This is an optimization exercise on Yosys and OpenROAD, whose aim is small area, a short achievable clock period and few clock cycles, not a production implementation.
In this exercise RTL edits were held to simulation tests only and were not proved equivalent to the original.
No activity file was given, so power comes from the tool's default toggle rates.

==> flow/design.v (excerpt) <==
module EC_2(
    input  logic       Enter,
    input  logic       Clk,
    input  logic       Reset,
    input  logic [7:0] Data_input,
    input  logic       Load_en,
    input  logic [4:0] Load_addr,
    input  logic [7:0] Load_data,
    output logic       Halt,
    output logic       In_wait,
    output logic [7:0] Data_output
    );
For scale: ~1,200 cells after synthesis, ~35 I/O pins, roughly 15,000 um^2 of cells after synthesis.
==> flow/config.mk <==
export PLATFORM = sky130hd
export DESIGN_NAME = EC_2
export DESIGN_NICKNAME = EC_2
export VERILOG_FILES = /design/flow/design.v
export SDC_FILE = /design/flow/constraint.sdc
export NUM_CORES = 4
export LEC_CHECK = 0
export CAP_MARGIN = 20
export CORE_MARGIN = 2
export CORE_UTILIZATION = 42
export SETUP_SLACK_MARGIN = 5
export SLEW_MARGIN = 20
export TNS_END_PERCENT = 100
==> flow/constraint.sdc <==
create_clock -name core_clock -period 8.0 [get_ports {Clk}]
set_input_delay 1.6000 -clock core_clock [delete_from_list [all_inputs] [get_ports {Clk}]]
set_output_delay 1.6000 -clock core_clock [all_outputs]
set_load 0.01 [all_outputs]
standard.sh (not shown) runs the stock make flow with config.mk's settings and CLKGATE_MAP_FILE= SYNTH_SCRIPT=/design/flow/synth_recipe.tcl, a recipe that flattens the netlist after the stock synthesis.
==> flow/flow/run.sh <==
#!/bin/bash
# Own layout flow: the standard flow (standard.sh) with three changes.
#  - sky130_fd_sc_hd__a222oi_1 is added to the platform's don't-use cells.
#    It has no stronger size, and as the last gate of a memory read it drives
#    a long wire slowly, which the resizer cannot fix.
#  - Ports are buffered with buf_4 rather than the default choice (a slow
#    clkdlybuf4s50_1 on the outputs).
#  - Clock tree synthesis runs with the usual arguments plus
#    -dont_use_dummy_load, so it adds no dummy load cells to the clock tree,
#    and with larger sink clusters (30 sinks, 80 um) on the default buffers.
# Everything else, including the synthesis script, is the standard flow.
# Each ORFS step logs to orfs/logs/...; make's own output goes to
# flow_make.log here.
set -euo pipefail
PLATFORM_DONT_USE="sky130_fd_sc_hd__probe_p_8 sky130_fd_sc_hd__probec_p_8 sky130_fd_sc_hd__lpflow_bleeder_1 sky130_fd_sc_hd__lpflow_clkbufkapwr_1 sky130_fd_sc_hd__lpflow_clkbufkapwr_16 sky130_fd_sc_hd__lpflow_clkbufkapwr_2 sky130_fd_sc_hd__lpflow_clkbufkapwr_4 sky130_fd_sc_hd__lpflow_clkbufkapwr_8 sky130_fd_sc_hd__lpflow_clkinvkapwr_1 sky130_fd_sc_hd__lpflow_clkinvkapwr_16 sky130_fd_sc_hd__lpflow_clkinvkapwr_2 sky130_fd_sc_hd__lpflow_clkinvkapwr_4 sky130_fd_sc_hd__lpflow_clkinvkapwr_8 sky130_fd_sc_hd__lpflow_decapkapwr_12 sky130_fd_sc_hd__lpflow_decapkapwr_3 sky130_fd_sc_hd__lpflow_decapkapwr_4 sky130_fd_sc_hd__lpflow_decapkapwr_6 sky130_fd_sc_hd__lpflow_decapkapwr_8 sky130_fd_sc_hd__lpflow_inputiso0n_1 sky130_fd_sc_hd__lpflow_inputiso0p_1 sky130_fd_sc_hd__lpflow_inputiso1n_1 sky130_fd_sc_hd__lpflow_inputiso1p_1 sky130_fd_sc_hd__lpflow_inputisolatch_1 sky130_fd_sc_hd__lpflow_isobufsrc_1 sky130_fd_sc_hd__lpflow_isobufsrc_16 sky130_fd_sc_hd__lpflow_isobufsrc_2 sky130_fd_sc_hd__lpflow_isobufsrc_4 sky130_fd_sc_hd__lpflow_isobufsrc_8 sky130_fd_sc_hd__lpflow_isobufsrckapwr_16 sky130_fd_sc_hd__lpflow_lsbuf_lh_hl_isowell_tap_1 sky130_fd_sc_hd__lpflow_lsbuf_lh_hl_isowell_tap_2 sky130_fd_sc_hd__lpflow_lsbuf_lh_hl_isowell_tap_4 sky130_fd_sc_hd__lpflow_lsbuf_lh_isowell_4 sky130_fd_sc_hd__lpflow_lsbuf_lh_isowell_tap_1 sky130_fd_sc_hd__lpflow_lsbuf_lh_isowell_tap_2 sky130_fd_sc_hd__lpflow_lsbuf_lh_isowell_tap_4 "
bash standard.sh finish \
  DONT_USE_CELLS="$PLATFORM_DONT_USE sky130_fd_sc_hd__a222oi_1" \
  BUFFER_PORTS_ARGS="-buffer_cell sky130_fd_sc_hd__buf_4" \
  CTS_ARGS="-sink_clustering_enable -repair_clock_nets -dont_use_dummy_load -sink_clustering_size 30 -sink_clustering_max_diameter 80" \
  > flow_make.log 2>&1
The baseline passed the timing, DRC and antenna checks.
Testbench counts at the start, summed over its fixed seeds: cycles 43,846.
Change:
--- a/flow/flow/run.sh
+++ b/flow/flow/run.sh
@@ -8,5 +8,5 @@
 #  - Clock tree synthesis runs with the usual arguments plus
 #    -dont_use_dummy_load, so it adds no dummy load cells to the clock tree,
-#    and with larger sink clusters (30 sinks, 80 um) on the default buffers.
+#    and with larger sink clusters (24 sinks, 80 um) on the default buffers.
 # Everything else, including the synthesis script, is the standard flow.
 # Each ORFS step logs to orfs/logs/...; make's own output goes to
@@ -17,4 +17,4 @@
   DONT_USE_CELLS="$PLATFORM_DONT_USE sky130_fd_sc_hd__a222oi_1" \
   BUFFER_PORTS_ARGS="-buffer_cell sky130_fd_sc_hd__buf_4" \
-  CTS_ARGS="-sink_clustering_enable -repair_clock_nets -dont_use_dummy_load -sink_clustering_size 30 -sink_clustering_max_diameter 80" \
+  CTS_ARGS="-sink_clustering_enable -repair_clock_nets -dont_use_dummy_load -sink_clustering_size 24 -sink_clustering_max_diameter 80" \
   > flow_make.log 2>&1
--- a/flow/config.mk
+++ b/flow/config.mk
@@ -8,5 +8,6 @@
 export CAP_MARGIN = 20
 export CORE_MARGIN = 2
-export CORE_UTILIZATION = 42
+export CORE_UTILIZATION = 50
+export PLACE_DENSITY = 0.7
 export SETUP_SLACK_MARGIN = 5
 export SLEW_MARGIN = 20
What happened: The new run finished clean; cell area drops by 1.7%; core utilization climbs by 8.7 points; total power drops by 2.8%; clock skew is about the same; final cell count drops by 5.0%; clock-buffer cell count drops by 3.
Change:
--- a/flow/flow/run.sh
+++ b/flow/flow/run.sh
@@ -1,4 +1,4 @@
 #!/bin/bash
-# Own layout flow: the standard flow (standard.sh) with three changes.
+# Own layout flow: the standard flow (standard.sh) with two changes.
 #  - sky130_fd_sc_hd__a222oi_1 is added to the platform's don't-use cells.
 #    It has no stronger size, and as the last gate of a memory read it drives
@@ -6,7 +6,4 @@
 #  - Ports are buffered with buf_4 rather than the default choice (a slow
 #    clkdlybuf4s50_1 on the outputs).
-#  - Clock tree synthesis runs with the usual arguments plus
-#    -dont_use_dummy_load, so it adds no dummy load cells to the clock tree,
-#    and with larger sink clusters (24 sinks, 80 um) on the default buffers.
 # Everything else, including the synthesis script, is the standard flow.
 # Each ORFS step logs to orfs/logs/...; make's own output goes to
@@ -17,4 +14,3 @@
   DONT_USE_CELLS="$PLATFORM_DONT_USE sky130_fd_sc_hd__a222oi_1" \
   BUFFER_PORTS_ARGS="-buffer_cell sky130_fd_sc_hd__buf_4" \
-  CTS_ARGS="-sink_clustering_enable -repair_clock_nets -dont_use_dummy_load -sink_clustering_size 24 -sink_clustering_max_diameter 80" \
   > flow_make.log 2>&1
--- a/flow/config.mk
+++ b/flow/config.mk
@@ -6,9 +6,10 @@
 export NUM_CORES = 4
 export LEC_CHECK = 0
+export ABC_AREA = 1
 export CAP_MARGIN = 20
 export CORE_MARGIN = 2
-export CORE_UTILIZATION = 50
-export PLACE_DENSITY = 0.7
+export CORE_UTILIZATION = 40
+export CTS_BUF_LIST = sky130_fd_sc_hd__clkbuf_4 sky130_fd_sc_hd__clkbuf_8
 export SETUP_SLACK_MARGIN = 5
 export SLEW_MARGIN = 20
-export TNS_END_PERCENT = 100
+export TNS_END_PERCENT = 5
The changed run ran to the end with no violations; non-clock buffer count is lower by 38; clock power is higher by well over a third; maximum frequency is lower by a little under a tenth; wire length is higher by roughly a tenth; worst setup slack got worse by 260 ps; sequential share of layout area is lower by 4.1 points; global-route usage is lower by 8.1 points; critical path depth is higher by 1; final cell count is higher by well over a third; via count is higher by roughly a tenth; die area is higher by a quarter to a third.
Change:
--- a/flow/config.mk
+++ b/flow/config.mk
@@ -6,9 +6,7 @@
 export NUM_CORES = 4
 export LEC_CHECK = 0
-export ABC_AREA = 1
 export CAP_MARGIN = 20
 export CORE_MARGIN = 2
 export CORE_UTILIZATION = 40
-export CTS_BUF_LIST = sky130_fd_sc_hd__clkbuf_4 sky130_fd_sc_hd__clkbuf_8
 export SETUP_SLACK_MARGIN = 5
 export SLEW_MARGIN = 20
After rerunning:
- The new run completed without violations
- core utilization rose by 1.1 points
- final area fell by about 4%
- total power rose by 100%
- combinational power rose to 38 times its value
- critical path depth fell by 5
- non-clock buffer count rose by 46
- sequential power rose by about 28%
- clock-buffer cell count fell by 39
- routed wire length fell by about 1.3%
- clock skew fell by 39 ps
- hold slack gains 26 ps
Change:
--- a/flow/flow/run.sh
+++ b/flow/flow/run.sh
@@ -1,4 +1,4 @@
 #!/bin/bash
-# Own layout flow: the standard flow (standard.sh) with two changes.
+# Own layout flow: the standard flow (standard.sh) with three changes.
 #  - sky130_fd_sc_hd__a222oi_1 is added to the platform's don't-use cells.
 #    It has no stronger size, and as the last gate of a memory read it drives
@@ -6,4 +6,7 @@
 #  - Ports are buffered with buf_4 rather than the default choice (a slow
 #    clkdlybuf4s50_1 on the outputs).
+#  - Clock tree synthesis runs with the usual arguments plus
+#    -dont_use_dummy_load, so it adds no dummy load cells to the clock tree,
+#    and with larger sink clusters (24 sinks, 80 um) on the default buffers.
 # Everything else, including the synthesis script, is the standard flow.
 # Each ORFS step logs to orfs/logs/...; make's own output goes to
@@ -14,3 +17,4 @@
   DONT_USE_CELLS="$PLATFORM_DONT_USE sky130_fd_sc_hd__a222oi_1" \
   BUFFER_PORTS_ARGS="-buffer_cell sky130_fd_sc_hd__buf_4" \
+  CTS_ARGS="-sink_clustering_enable -repair_clock_nets -dont_use_dummy_load -sink_clustering_size 24 -sink_clustering_max_diameter 80" \
   > flow_make.log 2>&1
--- a/flow/config.mk
+++ b/flow/config.mk
@@ -8,6 +8,7 @@
 export CAP_MARGIN = 20
 export CORE_MARGIN = 2
-export CORE_UTILIZATION = 40
+export CORE_UTILIZATION = 45
+export PLACE_DENSITY = 0.65
 export SETUP_SLACK_MARGIN = 5
 export SLEW_MARGIN = 20
-export TNS_END_PERCENT = 5
+export TNS_END_PERCENT = 100
Effect: The changed run completed with no timing, DRC or antenna violations. Global-route usage goes up by 3.7 points. Clock skew goes up by 28 ps. Die area goes down by 11%. Register-to-register slack is better by 210 ps. Non-clock buffer count goes up by 2. Wire length goes down by 2.7%. Setup slack is better by 210 ps. Cell area goes down by 2.4%. Power goes down by 7.4%.


EC_2 again, from the RTL that the note above started with.
Settings: LEC_CHECK=0, CAP_MARGIN=20, CORE_MARGIN=2, CORE_UTILIZATION=45, SLEW_MARGIN=20, TNS_END_PERCENT=100; clock period 8.0 ns.
==> flow/flow/run.sh <==
#!/bin/bash
set -euo pipefail
PLATFORM_DONT_USE="sky130_fd_sc_hd__probe_p_8 sky130_fd_sc_hd__probec_p_8 sky130_fd_sc_hd__lpflow_bleeder_1 sky130_fd_sc_hd__lpflow_clkbufkapwr_1 sky130_fd_sc_hd__lpflow_clkbufkapwr_16 sky130_fd_sc_hd__lpflow_clkbufkapwr_2 sky130_fd_sc_hd__lpflow_clkbufkapwr_4 sky130_fd_sc_hd__lpflow_clkbufkapwr_8 sky130_fd_sc_hd__lpflow_clkinvkapwr_1 sky130_fd_sc_hd__lpflow_clkinvkapwr_16 sky130_fd_sc_hd__lpflow_clkinvkapwr_2 sky130_fd_sc_hd__lpflow_clkinvkapwr_4 sky130_fd_sc_hd__lpflow_clkinvkapwr_8 sky130_fd_sc_hd__lpflow_decapkapwr_12 sky130_fd_sc_hd__lpflow_decapkapwr_3 sky130_fd_sc_hd__lpflow_decapkapwr_4 sky130_fd_sc_hd__lpflow_decapkapwr_6 sky130_fd_sc_hd__lpflow_decapkapwr_8 sky130_fd_sc_hd__lpflow_inputiso0n_1 sky130_fd_sc_hd__lpflow_inputiso0p_1 sky130_fd_sc_hd__lpflow_inputiso1n_1 sky130_fd_sc_hd__lpflow_inputiso1p_1 sky130_fd_sc_hd__lpflow_inputisolatch_1 sky130_fd_sc_hd__lpflow_isobufsrc_1 sky130_fd_sc_hd__lpflow_isobufsrc_16 sky130_fd_sc_hd__lpflow_isobufsrc_2 sky130_fd_sc_hd__lpflow_isobufsrc_4 sky130_fd_sc_hd__lpflow_isobufsrc_8 sky130_fd_sc_hd__lpflow_isobufsrckapwr_16 sky130_fd_sc_hd__lpflow_lsbuf_lh_hl_isowell_tap_1 sky130_fd_sc_hd__lpflow_lsbuf_lh_hl_isowell_tap_2 sky130_fd_sc_hd__lpflow_lsbuf_lh_hl_isowell_tap_4 sky130_fd_sc_hd__lpflow_lsbuf_lh_isowell_4 sky130_fd_sc_hd__lpflow_lsbuf_lh_isowell_tap_1 sky130_fd_sc_hd__lpflow_lsbuf_lh_isowell_tap_2 sky130_fd_sc_hd__lpflow_lsbuf_lh_isowell_tap_4 "
bash standard.sh finish \
  DONT_USE_CELLS="$PLATFORM_DONT_USE sky130_fd_sc_hd__a222oi_1" \
  BUFFER_PORTS_ARGS="-buffer_cell sky130_fd_sc_hd__buf_4" \
  CTS_ARGS="-sink_clustering_enable -repair_clock_nets -dont_use_dummy_load -sink_clustering_size 30 -sink_clustering_max_diameter 80" \
  SETUP_SLACK_MARGIN=5.5 \
  > flow_make.log 2>&1
The first run completed without violations.
Testbench counts at the start, summed over its fixed seeds: cycles 43,846.
Change:
==> flow/flow/run.sh (replaced) <==
#!/bin/bash
# Own layout flow: the standard flow (standard.sh) with four changes.
#  - sky130_fd_sc_hd__a222oi_1 is added to the platform's don't-use cells.
#    It has no stronger size, and as the last gate of a memory read it drives
#    a long wire slowly, which the resizer cannot fix.
#  - The half- and full-adder cells are added to the don't-use cells too, so
#    synthesis leaves adders to abc as plain gates. Otherwise the adder step
#    turns the address incrementers into half adders whose slow carry
#    outputs then also drive the memory's address decoders.
#  - Ports are buffered with buf_4 rather than the default choice (a slow
#    clkdlybuf4s50_1 on the outputs).
#  - Clock tree synthesis runs with the usual arguments plus
#    -dont_use_dummy_load, so it adds no dummy load cells to the clock tree,
#    and with larger sink clusters (30 sinks, 80 um) on the default buffers.
# Everything else, including the synthesis script, is the standard flow.
# Each ORFS step logs to orfs/logs/...; make's own output goes to
# flow_make.log here.
set -euo pipefail
PLATFORM_DONT_USE="sky130_fd_sc_hd__probe_p_8 sky130_fd_sc_hd__probec_p_8 sky130_fd_sc_hd__lpflow_bleeder_1 sky130_fd_sc_hd__lpflow_clkbufkapwr_1 sky130_fd_sc_hd__lpflow_clkbufkapwr_16 sky130_fd_sc_hd__lpflow_clkbufkapwr_2 sky130_fd_sc_hd__lpflow_clkbufkapwr_4 sky130_fd_sc_hd__lpflow_clkbufkapwr_8 sky130_fd_sc_hd__lpflow_clkinvkapwr_1 sky130_fd_sc_hd__lpflow_clkinvkapwr_16 sky130_fd_sc_hd__lpflow_clkinvkapwr_2 sky130_fd_sc_hd__lpflow_clkinvkapwr_4 sky130_fd_sc_hd__lpflow_clkinvkapwr_8 sky130_fd_sc_hd__lpflow_decapkapwr_12 sky130_fd_sc_hd__lpflow_decapkapwr_3 sky130_fd_sc_hd__lpflow_decapkapwr_4 sky130_fd_sc_hd__lpflow_decapkapwr_6 sky130_fd_sc_hd__lpflow_decapkapwr_8 sky130_fd_sc_hd__lpflow_inputiso0n_1 sky130_fd_sc_hd__lpflow_inputiso0p_1 sky130_fd_sc_hd__lpflow_inputiso1n_1 sky130_fd_sc_hd__lpflow_inputiso1p_1 sky130_fd_sc_hd__lpflow_inputisolatch_1 sky130_fd_sc_hd__lpflow_isobufsrc_1 sky130_fd_sc_hd__lpflow_isobufsrc_16 sky130_fd_sc_hd__lpflow_isobufsrc_2 sky130_fd_sc_hd__lpflow_isobufsrc_4 sky130_fd_sc_hd__lpflow_isobufsrc_8 sky130_fd_sc_hd__lpflow_isobufsrckapwr_16 sky130_fd_sc_hd__lpflow_lsbuf_lh_hl_isowell_tap_1 sky130_fd_sc_hd__lpflow_lsbuf_lh_hl_isowell_tap_2 sky130_fd_sc_hd__lpflow_lsbuf_lh_hl_isowell_tap_4 sky130_fd_sc_hd__lpflow_lsbuf_lh_isowell_4 sky130_fd_sc_hd__lpflow_lsbuf_lh_isowell_tap_1 sky130_fd_sc_hd__lpflow_lsbuf_lh_isowell_tap_2 sky130_fd_sc_hd__lpflow_lsbuf_lh_isowell_tap_4 "
ADDER_CELLS="sky130_fd_sc_hd__ha_1 sky130_fd_sc_hd__ha_2 sky130_fd_sc_hd__ha_4 sky130_fd_sc_hd__fa_1 sky130_fd_sc_hd__fa_2 sky130_fd_sc_hd__fa_4 sky130_fd_sc_hd__fah_1 sky130_fd_sc_hd__fahcin_1 sky130_fd_sc_hd__fahcon_1"
bash standard.sh finish \
  DONT_USE_CELLS="$PLATFORM_DONT_USE sky130_fd_sc_hd__a222oi_1 $ADDER_CELLS" \
  BUFFER_PORTS_ARGS="-buffer_cell sky130_fd_sc_hd__buf_4" \
  CTS_ARGS="-sink_clustering_enable -repair_clock_nets -dont_use_dummy_load -sink_clustering_size 30 -sink_clustering_max_diameter 80" \
  > flow_make.log 2>&1
- SETUP_SLACK_MARGIN: not set -> 5
Outcome: The new run finished with timing, DRC and antenna clean; wire length went down by a few percent; utilization went down by 5.9 points; first-iteration DRC count went down by about a fifth; global-route usage went down by 1.8 points; sequential power went down by about a fifth; power went down by well over a third; count of clock-buffer cells in the layout went up by 1; cell area went down by roughly a tenth; non-clock buffer count went down by 72; setup slack gets worse by 0.14 ns; clock power went up slightly.
Change:
==> flow/flow/run.sh (replaced) <==
#!/bin/bash
# Own layout flow: the standard flow (standard.sh) with three changes.
#  - sky130_fd_sc_hd__a222oi_1 is added to the platform's don't-use cells.
#    It has no stronger size, and as the last gate of a memory read it drives
#    a long wire slowly, which the resizer cannot fix.
#  - Ports are buffered with buf_4 rather than the default choice (a slow
#    clkdlybuf4s50_1 on the outputs).
#  - Clock tree synthesis runs with the usual arguments plus
#    -dont_use_dummy_load, so it adds no dummy load cells to the clock tree,
#    and with larger sink clusters (30 sinks, 80 um) on the default buffers.
# Everything else, including the synthesis script, is the standard flow.
# Each ORFS step logs to orfs/logs/...; make's own output goes to
# flow_make.log here.
set -euo pipefail
PLATFORM_DONT_USE="sky130_fd_sc_hd__probe_p_8 sky130_fd_sc_hd__probec_p_8 sky130_fd_sc_hd__lpflow_bleeder_1 sky130_fd_sc_hd__lpflow_clkbufkapwr_1 sky130_fd_sc_hd__lpflow_clkbufkapwr_16 sky130_fd_sc_hd__lpflow_clkbufkapwr_2 sky130_fd_sc_hd__lpflow_clkbufkapwr_4 sky130_fd_sc_hd__lpflow_clkbufkapwr_8 sky130_fd_sc_hd__lpflow_clkinvkapwr_1 sky130_fd_sc_hd__lpflow_clkinvkapwr_16 sky130_fd_sc_hd__lpflow_clkinvkapwr_2 sky130_fd_sc_hd__lpflow_clkinvkapwr_4 sky130_fd_sc_hd__lpflow_clkinvkapwr_8 sky130_fd_sc_hd__lpflow_decapkapwr_12 sky130_fd_sc_hd__lpflow_decapkapwr_3 sky130_fd_sc_hd__lpflow_decapkapwr_4 sky130_fd_sc_hd__lpflow_decapkapwr_6 sky130_fd_sc_hd__lpflow_decapkapwr_8 sky130_fd_sc_hd__lpflow_inputiso0n_1 sky130_fd_sc_hd__lpflow_inputiso0p_1 sky130_fd_sc_hd__lpflow_inputiso1n_1 sky130_fd_sc_hd__lpflow_inputiso1p_1 sky130_fd_sc_hd__lpflow_inputisolatch_1 sky130_fd_sc_hd__lpflow_isobufsrc_1 sky130_fd_sc_hd__lpflow_isobufsrc_16 sky130_fd_sc_hd__lpflow_isobufsrc_2 sky130_fd_sc_hd__lpflow_isobufsrc_4 sky130_fd_sc_hd__lpflow_isobufsrc_8 sky130_fd_sc_hd__lpflow_isobufsrckapwr_16 sky130_fd_sc_hd__lpflow_lsbuf_lh_hl_isowell_tap_1 sky130_fd_sc_hd__lpflow_lsbuf_lh_hl_isowell_tap_2 sky130_fd_sc_hd__lpflow_lsbuf_lh_hl_isowell_tap_4 sky130_fd_sc_hd__lpflow_lsbuf_lh_isowell_4 sky130_fd_sc_hd__lpflow_lsbuf_lh_isowell_tap_1 sky130_fd_sc_hd__lpflow_lsbuf_lh_isowell_tap_2 sky130_fd_sc_hd__lpflow_lsbuf_lh_isowell_tap_4 "
bash standard.sh finish \
  DONT_USE_CELLS="$PLATFORM_DONT_USE sky130_fd_sc_hd__a222oi_1" \
  BUFFER_PORTS_ARGS="-buffer_cell sky130_fd_sc_hd__buf_4" \
  CTS_ARGS="-sink_clustering_enable -repair_clock_nets -dont_use_dummy_load -sink_clustering_size 30 -sink_clustering_max_diameter 80" \
  > flow_make.log 2>&1
- CORE_UTILIZATION: 45 -> 48
=>
- The changed run ran to the end with no violations
- clock-buffer cell count is lower by 1
- worst setup slack barely changes
- core utilization is higher by 2.4 points
- synthesized area hardly moves
- sequential cell count does not change
- clock power is lower by 3.0%
- design area is lower by 3.6%
- die area is lower by 6.0%
Change:
--- a/flow/flow/run.sh
+++ b/flow/flow/run.sh
@@ -1,3 +1,3 @@
 #!/bin/bash
-# Own layout flow: the standard flow (standard.sh) with three changes.
+# Own layout flow: the standard flow (standard.sh) with two changes.
 #  - sky130_fd_sc_hd__a222oi_1 is added to the platform's don't-use cells.
@@ -7,5 +7,2 @@
 #    clkdlybuf4s50_1 on the outputs).
-#  - Clock tree synthesis runs with the usual arguments plus
-#    -dont_use_dummy_load, so it adds no dummy load cells to the clock tree,
-#    and with larger sink clusters (30 sinks, 80 um) on the default buffers.
 # Everything else, including the synthesis script, is the standard flow.
@@ -18,3 +15,2 @@
   BUFFER_PORTS_ARGS="-buffer_cell sky130_fd_sc_hd__buf_4" \
-  CTS_ARGS="-sink_clustering_enable -repair_clock_nets -dont_use_dummy_load -sink_clustering_size 30 -sink_clustering_max_diameter 80" \
   > flow_make.log 2>&1
- CORE_UTILIZATION: 48 -> 40
- CTS_CLUSTER_DIAMETER: not set -> 80
- CTS_CLUSTER_SIZE: not set -> 24
- TNS_END_PERCENT: 100 -> 5
=>
- The changed run produced a clean layout
- sequential power barely changes
- non-clock buffer count increases by 33
- wire length rises by 6.0%
- setup slack is worse by 0.12 ns
Change:
--- a/flow/flow/run.sh
+++ b/flow/flow/run.sh
@@ -1,3 +1,3 @@
 #!/bin/bash
-# Own layout flow: the standard flow (standard.sh) with two changes.
+# Own layout flow: the standard flow (standard.sh) with three changes.
 #  - sky130_fd_sc_hd__a222oi_1 is added to the platform's don't-use cells.
@@ -7,2 +7,5 @@
 #    clkdlybuf4s50_1 on the outputs).
+#  - Clock tree synthesis runs with the usual arguments plus
+#    -dont_use_dummy_load, so it adds no dummy load cells to the clock tree,
+#    and with larger sink clusters (30 sinks, 80 um) on the default buffers.
 # Everything else, including the synthesis script, is the standard flow.
@@ -15,2 +18,3 @@
   BUFFER_PORTS_ARGS="-buffer_cell sky130_fd_sc_hd__buf_4" \
+  CTS_ARGS="-sink_clustering_enable -repair_clock_nets -dont_use_dummy_load -sink_clustering_size 30 -sink_clustering_max_diameter 80" \
   > flow_make.log 2>&1
- CORE_UTILIZATION: 40 -> 45
- CTS_CLUSTER_DIAMETER: 80 -> not set
- CTS_CLUSTER_SIZE: 24 -> not set
- SETUP_SLACK_MARGIN: 5 -> 4.5
- TNS_END_PERCENT: 5 -> 100
=> The changed run ran to the end with no violations; die area is lower by 11%; setup slack loses 0.42 ns; hold slack is worse by 0.029 ns; non-clock buffer count fell by 45; power falls by 9.3%; flip-flop and latch count is unchanged; wire length falls by 6.6%; utilization came out higher by 3.1 points; critical path depth increases by 2; final area fell by 5.3%; fmax goes down by 12%.

## static timing again, ports no longer ideal
The results above use ideal ports. As a check the final layouts listed here were re-extracted and re-timed, cells and wires unchanged. Step 1: set_driving_cell puts a clkbuf_16 on Clk and a buf_2 on each other input, an assumption about the parent block. Step 2 adds t to the input delays and takes it off the output delays; t is the mean of the earliest and latest rising clock arrival at the registers after step 1. Input paths then give back, and output paths get back, about the clock's delay inside the block. Slacks: ideal ports / drivers / drivers and shift; pairs: ideal ports / drivers.
| run | shift t [ns] | setup WS [ns] | latest minus earliest clock arrival (ns) |
|---|---|---|---|
| the first run of note 1 | 0.587 | 4.943 / 4.943 / 4.733 | 0.048 / 0.048 |
| the second run of note 1 | 0.565 | 4.887 / 4.887 / 4.649 | 0.040 / 0.040 |
| the third run of note 1 | 0.738 | 4.631 / 4.631 / 4.253 | 0.060 / 0.060 |
| the fourth run of note 1 | 0.623 | 4.668 / 4.668 / 4.482 | 0.029 / 0.029 |
| the fifth run of note 1 | 0.578 | 4.881 / 4.881 / 4.575 | 0.049 / 0.048 |
| the first run of note 2 | 0.593 | 5.055 / 5.055 / 4.740 | 0.073 / 0.074 |
| the second run of note 2 | 0.598 | 4.916 / 4.916 / 4.486 | 0.094 / 0.094 |
| the third run of note 2 | 0.569 | 4.916 / 4.886 / 4.613 | 0.060 / 0.060 |
| the fourth run of note 2 | 0.615 | 4.794 / 4.794 / 4.499 | 0.053 / 0.053 |
| the fifth run of note 2 | 0.567 | 4.372 / 4.372 / 4.372 | 0.070 / 0.069 |
After both steps every run listed still meets setup and hold. The setup slack of the second run of note 2, which loses most, moves by 0.000 ns with the drivers and by -0.430 ns with both steps.
